This design comes from an exercise in tuning for small area, a short achievable clock period and few clock cycles per item on the open sky130 flow, not from production work.
Only the layout flow was run in this run; the RTL was not checked for function there.
Power and IR drop assume default switching activity.

`flow/flow/run.sh`:
```
#!/bin/bash
# Layout flow: the standard ORFS flow (standard.sh, run on a config that includes
# the standard flow's config.mk) with three changes:
#  - the port buffers are the smallest plain buffer, sky130_fd_sc_hd__buf_1, instead of
#    the delay cell buffer_ports picks by default;
#  - synthesis maps no half/full adder cells (ADDER_MAP_FILE empty), so ABC maps all the
#    combinational logic itself;
#  - slow cells with long PMOS stacks (3- and 4-input OR/NOR and some complex gates) are
#    added to the don't-use list.
# Registers are untouched: they come from the standard synthesis.
set -euo pipefail
here=$(pwd)
cat > own.mk <<EOM
include $here/config.mk
export BUFFER_PORTS_ARGS = -buffer_cell sky130_fd_sc_hd__buf_1
export ADDER_MAP_FILE =
export DONT_USE_CELLS = sky130_fd_sc_hd__nor3_1 sky130_fd_sc_hd__nor3_2 sky130_fd_sc_hd__nor3_4 sky130_fd_sc_hd__nor3b_1 sky130_fd_sc_hd__nor3b_2 sky130_fd_sc_hd__nor3b_4 sky130_fd_sc_hd__nor4_1 sky130_fd_sc_hd__nor4_2 sky130_fd_sc_hd__nor4_4 sky130_fd_sc_hd__nor4b_1 sky130_fd_sc_hd__nor4b_2 sky130_fd_sc_hd__nor4b_4 sky130_fd_sc_hd__nor4bb_1 sky130_fd_sc_hd__nor4bb_2 sky130_fd_sc_hd__nor4bb_4 sky130_fd_sc_hd__or3_1 sky130_fd_sc_hd__or3_2 sky130_fd_sc_hd__or3_4 sky130_fd_sc_hd__or3b_1 sky130_fd_sc_hd__or3b_2 sky130_fd_sc_hd__or3b_4 sky130_fd_sc_hd__or4_1 sky130_fd_sc_hd__or4_2 sky130_fd_sc_hd__or4_4 sky130_fd_sc_hd__or4b_1 sky130_fd_sc_hd__or4b_2 sky130_fd_sc_hd__or4b_4 sky130_fd_sc_hd__or4bb_1 sky130_fd_sc_hd__or4bb_2 sky130_fd_sc_hd__or4bb_4  sky130_fd_sc_hd__a2111o_1 sky130_fd_sc_hd__a2111o_2 sky130_fd_sc_hd__a2111o_4 sky130_fd_sc_hd__a2111oi_0 sky130_fd_sc_hd__a2111oi_1 sky130_fd_sc_hd__a2111oi_2 sky130_fd_sc_hd__a2111oi_4 sky130_fd_sc_hd__a222oi_1 sky130_fd_sc_hd__a2bb2o_1 sky130_fd_sc_hd__a2bb2o_2 sky130_fd_sc_hd__a2bb2o_4 sky130_fd_sc_hd__a2bb2oi_1 sky130_fd_sc_hd__a2bb2oi_2 sky130_fd_sc_hd__a2bb2oi_4 sky130_fd_sc_hd__a311o_1 sky130_fd_sc_hd__a311o_2 sky130_fd_sc_hd__a311o_4 sky130_fd_sc_hd__a311oi_1 sky130_fd_sc_hd__a311oi_2 sky130_fd_sc_hd__a311oi_4 sky130_fd_sc_hd__a32o_1 sky130_fd_sc_hd__a32o_2 sky130_fd_sc_hd__a32o_4 sky130_fd_sc_hd__a32oi_1 sky130_fd_sc_hd__a32oi_2 sky130_fd_sc_hd__a32oi_4 sky130_fd_sc_hd__a41o_1 sky130_fd_sc_hd__a41o_2 sky130_fd_sc_hd__a41o_4 sky130_fd_sc_hd__a41oi_1 sky130_fd_sc_hd__a41oi_2 sky130_fd_sc_hd__a41oi_4 sky130_fd_sc_hd__o2111a_1 sky130_fd_sc_hd__o2111a_2 sky130_fd_sc_hd__o2111a_4 sky130_fd_sc_hd__o2111ai_1 sky130_fd_sc_hd__o2111ai_2 sky130_fd_sc_hd__o2111ai_4 sky130_fd_sc_hd__o2bb2a_1 sky130_fd_sc_hd__o2bb2a_2 sky130_fd_sc_hd__o2bb2a_4 sky130_fd_sc_hd__o2bb2ai_1 sky130_fd_sc_hd__o2bb2ai_2 sky130_fd_sc_hd__o2bb2ai_4 sky130_fd_sc_hd__o311a_1 sky130_fd_sc_hd__o311a_2 sky130_fd_sc_hd__o311a_4 sky130_fd_sc_hd__o311ai_0 sky130_fd_sc_hd__o311ai_1 sky130_fd_sc_hd__o311ai_2 sky130_fd_sc_hd__o311ai_4 sky130_fd_sc_hd__o32a_1 sky130_fd_sc_hd__o32a_2 sky130_fd_sc_hd__o32a_4 sky130_fd_sc_hd__o32ai_1 sky130_fd_sc_hd__o32ai_2 sky130_fd_sc_hd__o32ai_4 sky130_fd_sc_hd__o41a_1 sky130_fd_sc_hd__o41a_2 sky130_fd_sc_hd__o41a_4 sky130_fd_sc_hd__o41ai_1 sky130_fd_sc_hd__o41ai_2 sky130_fd_sc_hd__o41ai_4 
EOM
sed "s#DESIGN_CONFIG=[^ ]*#DESIGN_CONFIG=$here/own.mk#" standard.sh > own.sh
bash own.sh > standard.log 2>&1
```
`flow/standard.sh`:
```
#!/bin/bash
# synth_recipe.tcl (not shown) runs the flow's synth.tcl, then flattens the netlist and writes it again
# the make line also repeats each setting of config.mk as NAME=value (left out here)
make -C /OpenROAD-flow-scripts/flow DESIGN_CONFIG=/design/flow/config.mk WORK_HOME=/design/flow/orfs CLKGATE_MAP_FILE= SYNTH_SCRIPT=/design/flow/synth_recipe.tcl "${@:-finish}"
```
`flow/config.mk`:
```
export PLATFORM = sky130hd
export DESIGN_NAME = simple_modular_adder
export DESIGN_NICKNAME = simple_modular_adder
export VERILOG_FILES = /design/flow/design.v
export SDC_FILE = /design/flow/constraint.sdc
export NUM_CORES = 4
export LEC_CHECK = 0
export CAP_MARGIN = 20
export CORE_MARGIN = 2
export CORE_UTILIZATION = 40
export SETUP_SLACK_MARGIN = 2.0
export SLEW_MARGIN = 20
export SYNTH_HIERARCHICAL = 1
```
`flow/constraint.sdc`:
```
create_clock -name core_clock -period 5.0 [get_ports {clk}]
set_input_delay 1.0000 -clock core_clock [delete_from_list [all_inputs] [get_ports {clk}]]
set_output_delay 1.0000 -clock core_clock [all_outputs]
set_load 0.01 [all_outputs]
```
`flow/design.v`:
```
module ma_blk9(a, b, al, bl, hs, bg, bt);
  input [8:0] a, b;
  input al, bl;
  output [8:0] hs;
  output bg, bt;
  wire [8:0] x = a ^ b;
  wire [8:0] g = a & b;
  wire gl = al & bl;
  wire [8:0] y = {g[7:0], gl};
  wire p0_1g = g[0] | (x[0] & gl);
  wire p0_1t = x[0] & 1'b0;
  wire p0_3g = g[2] | (x[2] & g[1]);
  wire p0_3t = x[2] & x[1];
  wire p0_5g = g[4] | (x[4] & g[3]);
  wire p0_5t = x[4] & x[3];
  wire p0_7g = g[6] | (x[6] & g[5]);
  wire p0_7t = x[6] & x[5];
  wire p0_9g = g[8] | (x[8] & g[7]);
  wire p0_9t = x[8] & x[7];
  wire p1_2g = g[1] | (x[1] & p0_1g);
  wire p1_2t = x[1] & p0_1t;
  wire p1_3g = p0_3g | (p0_3t & p0_1g);
  wire p1_3t = p0_3t & p0_1t;
  wire p1_6g = g[5] | (x[5] & p0_5g);
  wire p1_6t = x[5] & p0_5t;
  wire p1_7g = p0_7g | (p0_7t & p0_5g);
  wire p1_7t = p0_7t & p0_5t;
  wire p2_4g = g[3] | (x[3] & p1_3g);
  wire p2_4t = x[3] & p1_3t;
  wire p2_5g = p0_5g | (p0_5t & p1_3g);
  wire p2_5t = p0_5t & p1_3t;
  wire p2_6g = p1_6g | (p1_6t & p1_3g);
  wire p2_6t = p1_6t & p1_3t;
  wire p2_7g = p1_7g | (p1_7t & p1_3g);
  wire p2_7t = p1_7t & p1_3t;
  wire p3_8g = g[7] | (x[7] & p2_7g);
  wire p3_8t = x[7] & p2_7t;
  wire p3_9g = p0_9g | (p0_9t & p2_7g);
  wire p3_9t = p0_9t & p2_7t;
  assign hs[0] = x[0] ^ gl;
  assign hs[1] = x[1] ^ p0_1g;
  assign hs[2] = x[2] ^ p1_2g;
  assign hs[3] = x[3] ^ p1_3g;
  assign hs[4] = x[4] ^ p2_4g;
  assign hs[5] = x[5] ^ p2_5g;
  assign hs[6] = x[6] ^ p2_6g;
  assign hs[7] = x[7] ^ p2_7g;
  assign hs[8] = x[8] ^ p3_8g;
  assign bg = p3_9g & ~g[8];
  assign bt = &(x | y);
endmodule
module mb_blk9(hs, cb, r);
  input [8:0] hs;
  input cb;
  output [8:0] r;
  wire f0_1 = hs[1] & hs[0];
  wire f0_3 = hs[3] & hs[2];
  wire f0_5 = hs[5] & hs[4];
  wire f0_7 = hs[7] & hs[6];
  wire f1_2 = hs[2] & f0_1;
  wire f1_3 = f0_3 & f0_1;
  wire f1_6 = hs[6] & f0_5;
  wire f1_7 = f0_7 & f0_5;
  wire f2_4 = hs[4] & f1_3;
  wire f2_5 = f0_5 & f1_3;
  wire f2_6 = f1_6 & f1_3;
  wire f2_7 = f1_7 & f1_3;
  wire f3_8 = hs[8] & f2_7;
  assign r[0] = hs[0] ^ cb;
  assign r[1] = hs[1] ^ (cb & hs[0]);
  assign r[2] = hs[2] ^ (cb & f0_1);
  assign r[3] = hs[3] ^ (cb & f1_2);
  assign r[4] = hs[4] ^ (cb & f1_3);
  assign r[5] = hs[5] ^ (cb & f2_4);
  assign r[6] = hs[6] ^ (cb & f2_5);
  assign r[7] = hs[7] ^ (cb & f2_6);
  assign r[8] = hs[8] ^ (cb & f2_7);
endmodule
module ma_blk16(a, b, al, bl, hs, bg, bt);
  input [15:0] a, b;
  input al, bl;
  output [15:0] hs;
  output bg, bt;
  wire [15:0] x = a ^ b;
  wire [15:0] g = a & b;
  wire gl = al & bl;
  wire [15:0] y = {g[14:0], gl};
  wire p0_1g = g[0] | (x[0] & gl);
  wire p0_1t = x[0] & 1'b0;
  wire p0_3g = g[2] | (x[2] & g[1]);
  wire p0_3t = x[2] & x[1];
  wire p0_5g = g[4] | (x[4] & g[3]);
  wire p0_5t = x[4] & x[3];
  wire p0_7g = g[6] | (x[6] & g[5]);
  wire p0_7t = x[6] & x[5];
  wire p0_9g = g[8] | (x[8] & g[7]);
  wire p0_9t = x[8] & x[7];
  wire p0_11g = g[10] | (x[10] & g[9]);
  wire p0_11t = x[10] & x[9];
  wire p0_13g = g[12] | (x[12] & g[11]);
  wire p0_13t = x[12] & x[11];
  wire p0_15g = g[14] | (x[14] & g[13]);
  wire p0_15t = x[14] & x[13];
  wire p1_2g = g[1] | (x[1] & p0_1g);
  wire p1_2t = x[1] & p0_1t;
  wire p1_3g = p0_3g | (p0_3t & p0_1g);
  wire p1_3t = p0_3t & p0_1t;
  wire p1_6g = g[5] | (x[5] & p0_5g);
  wire p1_6t = x[5] & p0_5t;
  wire p1_7g = p0_7g | (p0_7t & p0_5g);
  wire p1_7t = p0_7t & p0_5t;
  wire p1_10g = g[9] | (x[9] & p0_9g);
  wire p1_10t = x[9] & p0_9t;
  wire p1_11g = p0_11g | (p0_11t & p0_9g);
  wire p1_11t = p0_11t & p0_9t;
  wire p1_14g = g[13] | (x[13] & p0_13g);
  wire p1_14t = x[13] & p0_13t;
  wire p1_15g = p0_15g | (p0_15t & p0_13g);
  wire p1_15t = p0_15t & p0_13t;
  wire p2_4g = g[3] | (x[3] & p1_3g);
  wire p2_4t = x[3] & p1_3t;
  wire p2_5g = p0_5g | (p0_5t & p1_3g);
  wire p2_5t = p0_5t & p1_3t;
  wire p2_6g = p1_6g | (p1_6t & p1_3g);
  wire p2_6t = p1_6t & p1_3t;
  wire p2_7g = p1_7g | (p1_7t & p1_3g);
  wire p2_7t = p1_7t & p1_3t;
  wire p2_12g = g[11] | (x[11] & p1_11g);
  wire p2_12t = x[11] & p1_11t;
  wire p2_13g = p0_13g | (p0_13t & p1_11g);
  wire p2_13t = p0_13t & p1_11t;
  wire p2_14g = p1_14g | (p1_14t & p1_11g);
  wire p2_14t = p1_14t & p1_11t;
  wire p2_15g = p1_15g | (p1_15t & p1_11g);
  wire p2_15t = p1_15t & p1_11t;
  wire p3_8g = g[7] | (x[7] & p2_7g);
  wire p3_8t = x[7] & p2_7t;
  wire p3_9g = p0_9g | (p0_9t & p2_7g);
  wire p3_9t = p0_9t & p2_7t;
  wire p3_10g = p1_10g | (p1_10t & p2_7g);
  wire p3_10t = p1_10t & p2_7t;
  wire p3_11g = p1_11g | (p1_11t & p2_7g);
  wire p3_11t = p1_11t & p2_7t;
  wire p3_12g = p2_12g | (p2_12t & p2_7g);
  wire p3_12t = p2_12t & p2_7t;
  wire p3_13g = p2_13g | (p2_13t & p2_7g);
  wire p3_13t = p2_13t & p2_7t;
  wire p3_14g = p2_14g | (p2_14t & p2_7g);
  wire p3_14t = p2_14t & p2_7t;
  wire p3_15g = p2_15g | (p2_15t & p2_7g);
  wire p3_15t = p2_15t & p2_7t;
  wire p4_16g = g[15] | (x[15] & p3_15g);
  wire p4_16t = x[15] & p3_15t;
  assign hs[0] = x[0] ^ gl;
  assign hs[1] = x[1] ^ p0_1g;
  assign hs[2] = x[2] ^ p1_2g;
  assign hs[3] = x[3] ^ p1_3g;
  assign hs[4] = x[4] ^ p2_4g;
  assign hs[5] = x[5] ^ p2_5g;
  assign hs[6] = x[6] ^ p2_6g;
  assign hs[7] = x[7] ^ p2_7g;
  assign hs[8] = x[8] ^ p3_8g;
  assign hs[9] = x[9] ^ p3_9g;
  assign hs[10] = x[10] ^ p3_10g;
  assign hs[11] = x[11] ^ p3_11g;
  assign hs[12] = x[12] ^ p3_12g;
  assign hs[13] = x[13] ^ p3_13g;
  assign hs[14] = x[14] ^ p3_14g;
  assign hs[15] = x[15] ^ p3_15g;
  assign bg = p4_16g & ~g[15];
  assign bt = &(x | y);
endmodule
module mb_blk16(hs, cb, r);
  input [15:0] hs;
  input cb;
  output [15:0] r;
  wire f0_1 = hs[1] & hs[0];
  wire f0_3 = hs[3] & hs[2];
  wire f0_5 = hs[5] & hs[4];
  wire f0_7 = hs[7] & hs[6];
  wire f0_9 = hs[9] & hs[8];
  wire f0_11 = hs[11] & hs[10];
  wire f0_13 = hs[13] & hs[12];
  wire f0_15 = hs[15] & hs[14];
  wire f1_2 = hs[2] & f0_1;
  wire f1_3 = f0_3 & f0_1;
  wire f1_6 = hs[6] & f0_5;
  wire f1_7 = f0_7 & f0_5;
  wire f1_10 = hs[10] & f0_9;
  wire f1_11 = f0_11 & f0_9;
  wire f1_14 = hs[14] & f0_13;
  wire f1_15 = f0_15 & f0_13;
  wire f2_4 = hs[4] & f1_3;
  wire f2_5 = f0_5 & f1_3;
  wire f2_6 = f1_6 & f1_3;
  wire f2_7 = f1_7 & f1_3;
  wire f2_12 = hs[12] & f1_11;
  wire f2_13 = f0_13 & f1_11;
  wire f2_14 = f1_14 & f1_11;
  wire f2_15 = f1_15 & f1_11;
  wire f3_8 = hs[8] & f2_7;
  wire f3_9 = f0_9 & f2_7;
  wire f3_10 = f1_10 & f2_7;
  wire f3_11 = f1_11 & f2_7;
  wire f3_12 = f2_12 & f2_7;
  wire f3_13 = f2_13 & f2_7;
  wire f3_14 = f2_14 & f2_7;
  wire f3_15 = f2_15 & f2_7;
  assign r[0] = hs[0] ^ cb;
  assign r[1] = hs[1] ^ (cb & hs[0]);
  assign r[2] = hs[2] ^ (cb & f0_1);
  assign r[3] = hs[3] ^ (cb & f1_2);
  assign r[4] = hs[4] ^ (cb & f1_3);
  assign r[5] = hs[5] ^ (cb & f2_4);
  assign r[6] = hs[6] ^ (cb & f2_5);
  assign r[7] = hs[7] ^ (cb & f2_6);
  assign r[8] = hs[8] ^ (cb & f2_7);
  assign r[9] = hs[9] ^ (cb & f3_8);
  assign r[10] = hs[10] ^ (cb & f3_9);
  assign r[11] = hs[11] ^ (cb & f3_10);
  assign r[12] = hs[12] ^ (cb & f3_11);
  assign r[13] = hs[13] ^ (cb & f3_12);
  assign r[14] = hs[14] ^ (cb & f3_13);
  assign r[15] = hs[15] ^ (cb & f3_14);
endmodule
module ma_low(a, b, x5, l0, l1, c0, c1);
  input [4:0] a, b;
  input x5;
  output [5:0] l0, l1;
  output c0, c1;
  wire [6:0] s0 = {2'b0, a} + {2'b0, b} + {1'b0, x5, 5'b0};
  wire [6:0] s1 = s0 + 7'd19;
  assign l0 = s0[5:0];
  assign l1 = s1[5:0];
  assign c0 = s0[6];
  assign c1 = s1[6];
endmodule
module ma_pre(bg, bt, pg, pt);
  input [15:0] bg, bt;
  output [15:0] pg, pt;
  wire q0_1g = bg[1] | (bt[1] & bg[0]);
  wire q0_1t = bt[1] & bt[0];
  wire q0_3g = bg[3] | (bt[3] & bg[2]);
  wire q0_3t = bt[3] & bt[2];
  wire q0_5g = bg[5] | (bt[5] & bg[4]);
  wire q0_5t = bt[5] & bt[4];
  wire q0_7g = bg[7] | (bt[7] & bg[6]);
  wire q0_7t = bt[7] & bt[6];
  wire q0_9g = bg[9] | (bt[9] & bg[8]);
  wire q0_9t = bt[9] & bt[8];
  wire q0_11g = bg[11] | (bt[11] & bg[10]);
  wire q0_11t = bt[11] & bt[10];
  wire q0_13g = bg[13] | (bt[13] & bg[12]);
  wire q0_13t = bt[13] & bt[12];
  wire q0_15g = bg[15] | (bt[15] & bg[14]);
  wire q0_15t = bt[15] & bt[14];
  assign pg[0] = bg[0];
  assign pt[0] = bt[0];
  assign pg[1] = q0_1g;
  assign pt[1] = q0_1t;
  assign pg[2] = bg[2];
  assign pt[2] = bt[2];
  assign pg[3] = q0_3g;
  assign pt[3] = q0_3t;
  assign pg[4] = bg[4];
  assign pt[4] = bt[4];
  assign pg[5] = q0_5g;
  assign pt[5] = q0_5t;
  assign pg[6] = bg[6];
  assign pt[6] = bt[6];
  assign pg[7] = q0_7g;
  assign pt[7] = q0_7t;
  assign pg[8] = bg[8];
  assign pt[8] = bt[8];
  assign pg[9] = q0_9g;
  assign pt[9] = q0_9t;
  assign pg[10] = bg[10];
  assign pt[10] = bt[10];
  assign pg[11] = q0_11g;
  assign pt[11] = q0_11t;
  assign pg[12] = bg[12];
  assign pt[12] = bt[12];
  assign pg[13] = q0_13g;
  assign pt[13] = q0_13t;
  assign pg[14] = bg[14];
  assign pt[14] = bt[14];
  assign pg[15] = q0_15g;
  assign pt[15] = q0_15t;
endmodule
module mb_carry(pg, pt, c0, c1, y, sel, cb);
  input [15:0] pg, pt;
  input c0, c1, y;
  output sel;
  output [15:0] cb;
  wire r1_2g = pg[2] | (pt[2] & pg[1]);
  wire r1_2t = pt[2] & pt[1];
  wire r1_3g = pg[3] | (pt[3] & pg[1]);
  wire r1_3t = pt[3] & pt[1];
  wire r1_6g = pg[6] | (pt[6] & pg[5]);
  wire r1_6t = pt[6] & pt[5];
  wire r1_7g = pg[7] | (pt[7] & pg[5]);
  wire r1_7t = pt[7] & pt[5];
  wire r1_10g = pg[10] | (pt[10] & pg[9]);
  wire r1_10t = pt[10] & pt[9];
  wire r1_11g = pg[11] | (pt[11] & pg[9]);
  wire r1_11t = pt[11] & pt[9];
  wire r1_14g = pg[14] | (pt[14] & pg[13]);
  wire r1_14t = pt[14] & pt[13];
  wire r1_15g = pg[15] | (pt[15] & pg[13]);
  wire r1_15t = pt[15] & pt[13];
  wire r2_4g = pg[4] | (pt[4] & r1_3g);
  wire r2_4t = pt[4] & r1_3t;
  wire r2_5g = pg[5] | (pt[5] & r1_3g);
  wire r2_5t = pt[5] & r1_3t;
  wire r2_6g = r1_6g | (r1_6t & r1_3g);
  wire r2_6t = r1_6t & r1_3t;
  wire r2_7g = r1_7g | (r1_7t & r1_3g);
  wire r2_7t = r1_7t & r1_3t;
  wire r2_12g = pg[12] | (pt[12] & r1_11g);
  wire r2_12t = pt[12] & r1_11t;
  wire r2_13g = pg[13] | (pt[13] & r1_11g);
  wire r2_13t = pt[13] & r1_11t;
  wire r2_14g = r1_14g | (r1_14t & r1_11g);
  wire r2_14t = r1_14t & r1_11t;
  wire r2_15g = r1_15g | (r1_15t & r1_11g);
  wire r2_15t = r1_15t & r1_11t;
  wire r3_8g = pg[8] | (pt[8] & r2_7g);
  wire r3_8t = pt[8] & r2_7t;
  wire r3_9g = pg[9] | (pt[9] & r2_7g);
  wire r3_9t = pt[9] & r2_7t;
  wire r3_10g = r1_10g | (r1_10t & r2_7g);
  wire r3_10t = r1_10t & r2_7t;
  wire r3_11g = r1_11g | (r1_11t & r2_7g);
  wire r3_11t = r1_11t & r2_7t;
  wire r3_12g = r2_12g | (r2_12t & r2_7g);
  wire r3_12t = r2_12t & r2_7t;
  wire r3_13g = r2_13g | (r2_13t & r2_7g);
  wire r3_13t = r2_13t & r2_7t;
  wire r3_14g = r2_14g | (r2_14t & r2_7g);
  wire r3_14t = r2_14t & r2_7t;
  wire r3_15g = r2_15g | (r2_15t & r2_7g);
  wire r3_15t = r2_15t & r2_7t;
  assign sel = y | r3_15g | (r3_15t & c1);
  wire cin = c0 | (sel & c1);
  assign cb[0] = cin;
  assign cb[1] = pg[0] | (pt[0] & cin);
  assign cb[2] = pg[1] | (pt[1] & cin);
  assign cb[3] = r1_2g | (r1_2t & cin);
  assign cb[4] = r1_3g | (r1_3t & cin);
  assign cb[5] = r2_4g | (r2_4t & cin);
  assign cb[6] = r2_5g | (r2_5t & cin);
  assign cb[7] = r2_6g | (r2_6t & cin);
  assign cb[8] = r2_7g | (r2_7t & cin);
  assign cb[9] = r3_8g | (r3_8t & cin);
  assign cb[10] = r3_9g | (r3_9t & cin);
  assign cb[11] = r3_10g | (r3_10t & cin);
  assign cb[12] = r3_11g | (r3_11t & cin);
  assign cb[13] = r3_12g | (r3_12t & cin);
  assign cb[14] = r3_13g | (r3_13t & cin);
  assign cb[15] = r3_14g | (r3_14t & cin);
endmodule
module simple_modular_adder(a,b,clk,rst,out,done);
input [255:0] a,b;
input clk,rst;
output [255:0] out;
output done;
wire [254:6] hs;
wire [15:0] bg, bt;
wire [15:0] pg, pt;
wire [5:0] l0, l1;
wire c0, c1;
ma_low u_low(.a(a[4:0]), .b(b[4:0]), .x5(a[5] ^ b[5]), .l0(l0), .l1(l1), .c0(c0), .c1(c1));
ma_blk16 u_a0(.a(a[21:6]), .b(b[21:6]), .al(a[5]), .bl(b[5]), .hs(hs[21:6]), .bg(bg[0]), .bt(bt[0]));
ma_blk16 u_a1(.a(a[37:22]), .b(b[37:22]), .al(a[21]), .bl(b[21]), .hs(hs[37:22]), .bg(bg[1]), .bt(bt[1]));
ma_blk16 u_a2(.a(a[53:38]), .b(b[53:38]), .al(a[37]), .bl(b[37]), .hs(hs[53:38]), .bg(bg[2]), .bt(bt[2]));
ma_blk16 u_a3(.a(a[69:54]), .b(b[69:54]), .al(a[53]), .bl(b[53]), .hs(hs[69:54]), .bg(bg[3]), .bt(bt[3]));
ma_blk16 u_a4(.a(a[85:70]), .b(b[85:70]), .al(a[69]), .bl(b[69]), .hs(hs[85:70]), .bg(bg[4]), .bt(bt[4]));
ma_blk16 u_a5(.a(a[101:86]), .b(b[101:86]), .al(a[85]), .bl(b[85]), .hs(hs[101:86]), .bg(bg[5]), .bt(bt[5]));
ma_blk16 u_a6(.a(a[117:102]), .b(b[117:102]), .al(a[101]), .bl(b[101]), .hs(hs[117:102]), .bg(bg[6]), .bt(bt[6]));
ma_blk16 u_a7(.a(a[133:118]), .b(b[133:118]), .al(a[117]), .bl(b[117]), .hs(hs[133:118]), .bg(bg[7]), .bt(bt[7]));
ma_blk16 u_a8(.a(a[149:134]), .b(b[149:134]), .al(a[133]), .bl(b[133]), .hs(hs[149:134]), .bg(bg[8]), .bt(bt[8]));
ma_blk16 u_a9(.a(a[165:150]), .b(b[165:150]), .al(a[149]), .bl(b[149]), .hs(hs[165:150]), .bg(bg[9]), .bt(bt[9]));
ma_blk16 u_a10(.a(a[181:166]), .b(b[181:166]), .al(a[165]), .bl(b[165]), .hs(hs[181:166]), .bg(bg[10]), .bt(bt[10]));
ma_blk16 u_a11(.a(a[197:182]), .b(b[197:182]), .al(a[181]), .bl(b[181]), .hs(hs[197:182]), .bg(bg[11]), .bt(bt[11]));
ma_blk16 u_a12(.a(a[213:198]), .b(b[213:198]), .al(a[197]), .bl(b[197]), .hs(hs[213:198]), .bg(bg[12]), .bt(bt[12]));
ma_blk16 u_a13(.a(a[229:214]), .b(b[229:214]), .al(a[213]), .bl(b[213]), .hs(hs[229:214]), .bg(bg[13]), .bt(bt[13]));
ma_blk16 u_a14(.a(a[245:230]), .b(b[245:230]), .al(a[229]), .bl(b[229]), .hs(hs[245:230]), .bg(bg[14]), .bt(bt[14]));
ma_blk9 u_a15(.a(a[254:246]), .b(b[254:246]), .al(a[245]), .bl(b[245]), .hs(hs[254:246]), .bg(bg[15]), .bt(bt[15]));
ma_pre u_p(.bg(bg), .bt(bt), .pg(pg), .pt(pt));
reg [254:6] hs_r;
reg [15:0] pg_r, pt_r;
reg [5:0] l0_r, l1_r;
reg c0_r, c1_r, y_r;
always @(posedge clk) begin
  hs_r <= hs;
  pg_r <= pg;
  pt_r <= pt;
  l0_r <= l0;
  l1_r <= l1;
  c0_r <= c0;
  c1_r <= c1;
  y_r <= a[254] & b[254];
end
wire sel;
wire [15:0] cb;
wire [254:0] r;
mb_carry u_c(.pg(pg_r), .pt(pt_r), .c0(c0_r), .c1(c1_r), .y(y_r), .sel(sel), .cb(cb));
assign r[5:0] = sel ? l1_r : l0_r;
mb_blk16 u_b0(.hs(hs_r[21:6]), .cb(cb[0]), .r(r[21:6]));
mb_blk16 u_b1(.hs(hs_r[37:22]), .cb(cb[1]), .r(r[37:22]));
mb_blk16 u_b2(.hs(hs_r[53:38]), .cb(cb[2]), .r(r[53:38]));
mb_blk16 u_b3(.hs(hs_r[69:54]), .cb(cb[3]), .r(r[69:54]));
mb_blk16 u_b4(.hs(hs_r[85:70]), .cb(cb[4]), .r(r[85:70]));
mb_blk16 u_b5(.hs(hs_r[101:86]), .cb(cb[5]), .r(r[101:86]));
mb_blk16 u_b6(.hs(hs_r[117:102]), .cb(cb[6]), .r(r[117:102]));
mb_blk16 u_b7(.hs(hs_r[133:118]), .cb(cb[7]), .r(r[133:118]));
mb_blk16 u_b8(.hs(hs_r[149:134]), .cb(cb[8]), .r(r[149:134]));
mb_blk16 u_b9(.hs(hs_r[165:150]), .cb(cb[9]), .r(r[165:150]));
mb_blk16 u_b10(.hs(hs_r[181:166]), .cb(cb[10]), .r(r[181:166]));
mb_blk16 u_b11(.hs(hs_r[197:182]), .cb(cb[11]), .r(r[197:182]));
mb_blk16 u_b12(.hs(hs_r[213:198]), .cb(cb[12]), .r(r[213:198]));
mb_blk16 u_b13(.hs(hs_r[229:214]), .cb(cb[13]), .r(r[229:214]));
mb_blk16 u_b14(.hs(hs_r[245:230]), .cb(cb[14]), .r(r[245:230]));
mb_blk9 u_b15(.hs(hs_r[254:246]), .cb(cb[15]), .r(r[254:246]));
reg [254:0] res;
reg st, dn;
always @(posedge clk) begin
  res <= r;
  st <= rst;
  dn <= st & ~rst;
end
assign out = {1'b0, res};
assign done = dn;
endmodule
```
==> run notes <==
-- per-layer routing --
layer,part of all wire,track usage
met1,0.40,0.2701
met2,0.48,0.3982
met3,0.084,0.07798
met4,0.037,0.1042
met5,0.0024,0
-- cell usage after synthesis (18+ instances only) --
library cell / number
o21ai_0: 35
buf_6: 47
dfxtp_1: 553
and2_2: 32
nand2_1: 227
buf_4: 34
a21oi_2: 46
o221ai_1: 45
inv_1: 24
and2_1: 27
maj3_1: 32
a31o_1: 18
a21o_1: 73
xor2_1: 269
nor2_1: 183
or2_2: 47
and3_1: 62
o211ai_1: 20
o22ai_1: 19
nand3_1: 124
clkbuf_1: 45
nand4_1: 122
nor2b_1: 34
a31oi_1: 71
xnor2_1: 457
a21oi_1: 262
and4_1: 48
o21ai_1: 63
maj3_2: 62
-- power by group --
group          leakage [uW]  internal, uW  switching, uW  total [uW]
combinational       0.00742          1410           2030        3450
clock               0.00119          3340           1950        5290
sequential          0.00466          5380            592        5970
total                0.0133         10100           4570       14700
-- final cells by class --
cell class / instances / area [um^2] / area share
Tap cell: 1030 / 1289 / 0.03531
Clock inverter: 31 / 511.7 / 0.01402
Antenna cell: 24 / 60.06 / 0.001646
Clock buffer: 88 / 1918 / 0.05256
Inverter: 24 / 90.09 / 0.002468
Multi-Input combinational cell: 2617 / 18670 / 0.5116
Timing Repair Buffer: 768 / 2887 / 0.07909
Sequential cell: 553 / 11070 / 0.3033
-- Yosys stat by module, one instance, submodules excluded --
module / area [um^2] / flops+latches / copies in the design / cells inside
ma_blk16: 883.3 / 0 / 15 / 127
ma_blk9: 570.5 / 0 / 1 / 84
mb_carry: 447.9 / 0 / 1 / 72
mb_blk9: 137.6 / 0 / 1 / 19
simple_modular_adder: 11200 / 553 / 1 / 565
ma_pre: 351.6 / 0 / 1 / 48
ma_low: 325.3 / 0 / 1 / 43
mb_blk16: 297.8 / 0 / 15 / 39
-- cell families after synthesis --
family | Yosys count | share of synthesized area
AO/OA/AOI/OAI | 812 | 0.1880
XOR/XNOR | 730 | 0.2089
adder cells (fa/ha/maj) | 94 | 0.03312
buffers and inverters | 151 | 0.03409
flip-flops | 553 | 0.3600
multiplexers | 6 | 0.002929
other | 1 | 0.0001219
AND/OR/NAND/NOR | 974 | 0.1729
-- sequential cells by signal, summed over array words and instances, names as in the netlist --
name	cells
st	1
c0_r	1
l1_r	6
dn	1
pg_r	16
hs_r	249
res	255
y_r	1
l0_r	6
pt_r	16
c1_r	1
-- metrics by stage --
| stage | utilization | cells | setup slack (ns) | total power (uW) |
|---|---|---|---|---|
| floorplan | - | 3321 | 2.166 | 8155 |
| global placement | 0.4466 | 4992 | 1.814 | 9465 |
| detailed placement | 0.4466 | 4992 | 1.820 | 9489 |
| CTS | 0.4788 | 5111 | 1.990 | 14860 |
| global route | 0.4796 | 5132 | 2.031 | 15440 |
| finish | 0.4797 | 5135 | 2.230 | 14700 |
-- layout by cell type (no fill, tap or decap), types with 34 or more instances in the layout --
| cell | n |
|---|---|
| a21o_1 | 73 |
| a21oi_1 | 262 |
| a21oi_2 | 46 |
| a31oi_1 | 68 |
| and3_1 | 62 |
| and4_1 | 48 |
| buf_1 | 767 |
| clkbuf_16 | 69 |
| dfxtp_1 | 553 |
| maj3_2 | 62 |
| nand2_1 | 226 |
| nand3_1 | 124 |
| nand4_1 | 122 |
| nor2_1 | 183 |
| nor2b_1 | 34 |
| o21ai_0 | 35 |
| o21ai_1 | 63 |
| o221ai_1 | 45 |
| or2_2 | 47 |
| xnor2_1 | 457 |
| xor2_1 | 269 |
-- final timing paths --
| path | startpoint | end | slack, ns | cells past startpoint |
|---|---|---|---|---|
| worst min-delay path | hs_r[254] | res[254] | 0.42 | 1 |
| worst max-delay path | pt_r[3] | res[156] | 2.23 | 7 |
| worst max register to register | pt_r[3] | res[156] | 2.23 | 7 |
| worst min register to register | hs_r[254] | res[254] | 0.42 | 1 |
==> impl_metrics.ini <==
[run_status]
outcome = finished clean

[setup_path]
cp.required_ns = 5.49
slowest_delay_ns = 0.64
start_kind = register
crit_family = compound AO/OA/AOI/OAI gates
worstPathMaxFanout = 13
cp_num_buf_inv = 0
cpMaxStageDelayCell = o31ai_1
crit_path_end_kind = register
path_cells = nand4_2 > o21ai_2 > a211oi_4 > o31ai_1 > and4_4 > nand4_1 > xnor2_1
cp.arrival_ns = 3.26
worstSetupPathType = reg2reg

[synth]
synth_edf_count = 0
yosys_warnings = 7
yosysSeqAreaShare = 0.3600
synth_fp_nets = 3835
syn_area_mm2 = 0.03075
synth.top_cell.area_share = 0.3600
synth_area_leaders = dfxtp_1 (36%), xnor2_1 (13%), xor2_1 (7.7%)
synthCells = 3321
syn_area_per_cell_um2 = 9.261
ys_seq_elements = 553
synth_ff_type = dfxtp_1
yosys.area.top_type = dfxtp_1
ys_types = 63
async_flop_share = 0

[layout]
final_area_mm2 = 0.03650
drive_gt1_frac = 0.1098
nFillCells = 7579
area_delta_synth_final_pct = 18.67
nets = 4545

[global_routing]
grt_first_pass_wirelength_um = 143700
grt.total_usage = 0.2356
overflow = 0
antenna_found_initial = 45
grt_pass1_vias = 25130
grt_start_max_net_pins = 14

[clocking]
numCtsBuffers = 67
insertion_delay_ns = 0.60
htree_num_levels = 3
clock-root-buffer = clkbuf_16
hold_buffers = 0
clkSlewWorstSetupHoldPaths_ns = 0.06
cts_buffer_depth = 3
ctsResizeCount = 3
cts.sinks = 553
cts_tree = done
postCtsSetupBuffers = 0

[placement]
placed_area_mm2 = 0.03398
gp_congestion = 0.9436
portBuffers = 767
hpwl_um = 81570

[timing]
hold_viol_final = 0
slew_viol_final = 0
worst_hold_slack_ns = 0.4161
worst_slew_pin_slew_ns = 0.9154
max_clock_freq_mhz = 361.0
post-route-period-util = 0.5540
finalClockSkew_ns = 0.02524
maxSlewHeadroom = 0.3877
min_period_ns = 2.770
fin_tns_setup_ns = 0
rsz0062_at_grt = false
setup_violations = 0

[power_and_ir_drop]
power_per_cell_area_mw_per_mm2 = 402.8
peakVddDrop_mv = 0.2225
p_leak_uw = 0.01327

[floorplanning]
top_level_ports = 771
coreArea_mm2 = 0.07608
dieArea_mm2 = 0.07912
dieHeight_um = 281.3
fp-row-count = 101
start_util = 0.4043
die_x_um = 281.3

[detailed_routing]
wl_per_cell_um = 19.09
drc_errors = 0
drtAntennaViolNets = 0
num_vias = 26760
drt-pass1-iter-count = 5
drt_wl_total_um = 98050
first_iter_violations = 1278
via_per_inst = 5.212

[flow_run]
maxCapViolations = 0

[min_path]
hold_class = reg2reg

==> separate check: timing with driven ports <==
How much do the figures lean on ideal ports? The routed layout below was timed once more, with nothing changed but the port constraints.
Step 1: set_driving_cell puts a clkbuf_16 on clk and a buf_2 on each other input, an assumption about the parent block.
Step 2 moves the port delays by t, midway between the first and last clock arrival at a register: inputs arrive t later, outputs are due t later. That takes back most of the time a late clock gives input paths.
a / b / c = ideal ports / drivers / drivers and shift; a / b = the first two.
t (ns): 0.644
slack for setup (ns): 2.230 / 2.230 / 1.760
hold slack, ns: 0.416 / 0.416 / 0.416
worst setup path at the end: input to register
clock arrival spread, ns: 0.025 / 0.026
After both steps setup and hold are still met in this run. For this run, drivers alone change the setup slack by 0.000 ns; drivers and shift together by -0.470 ns.
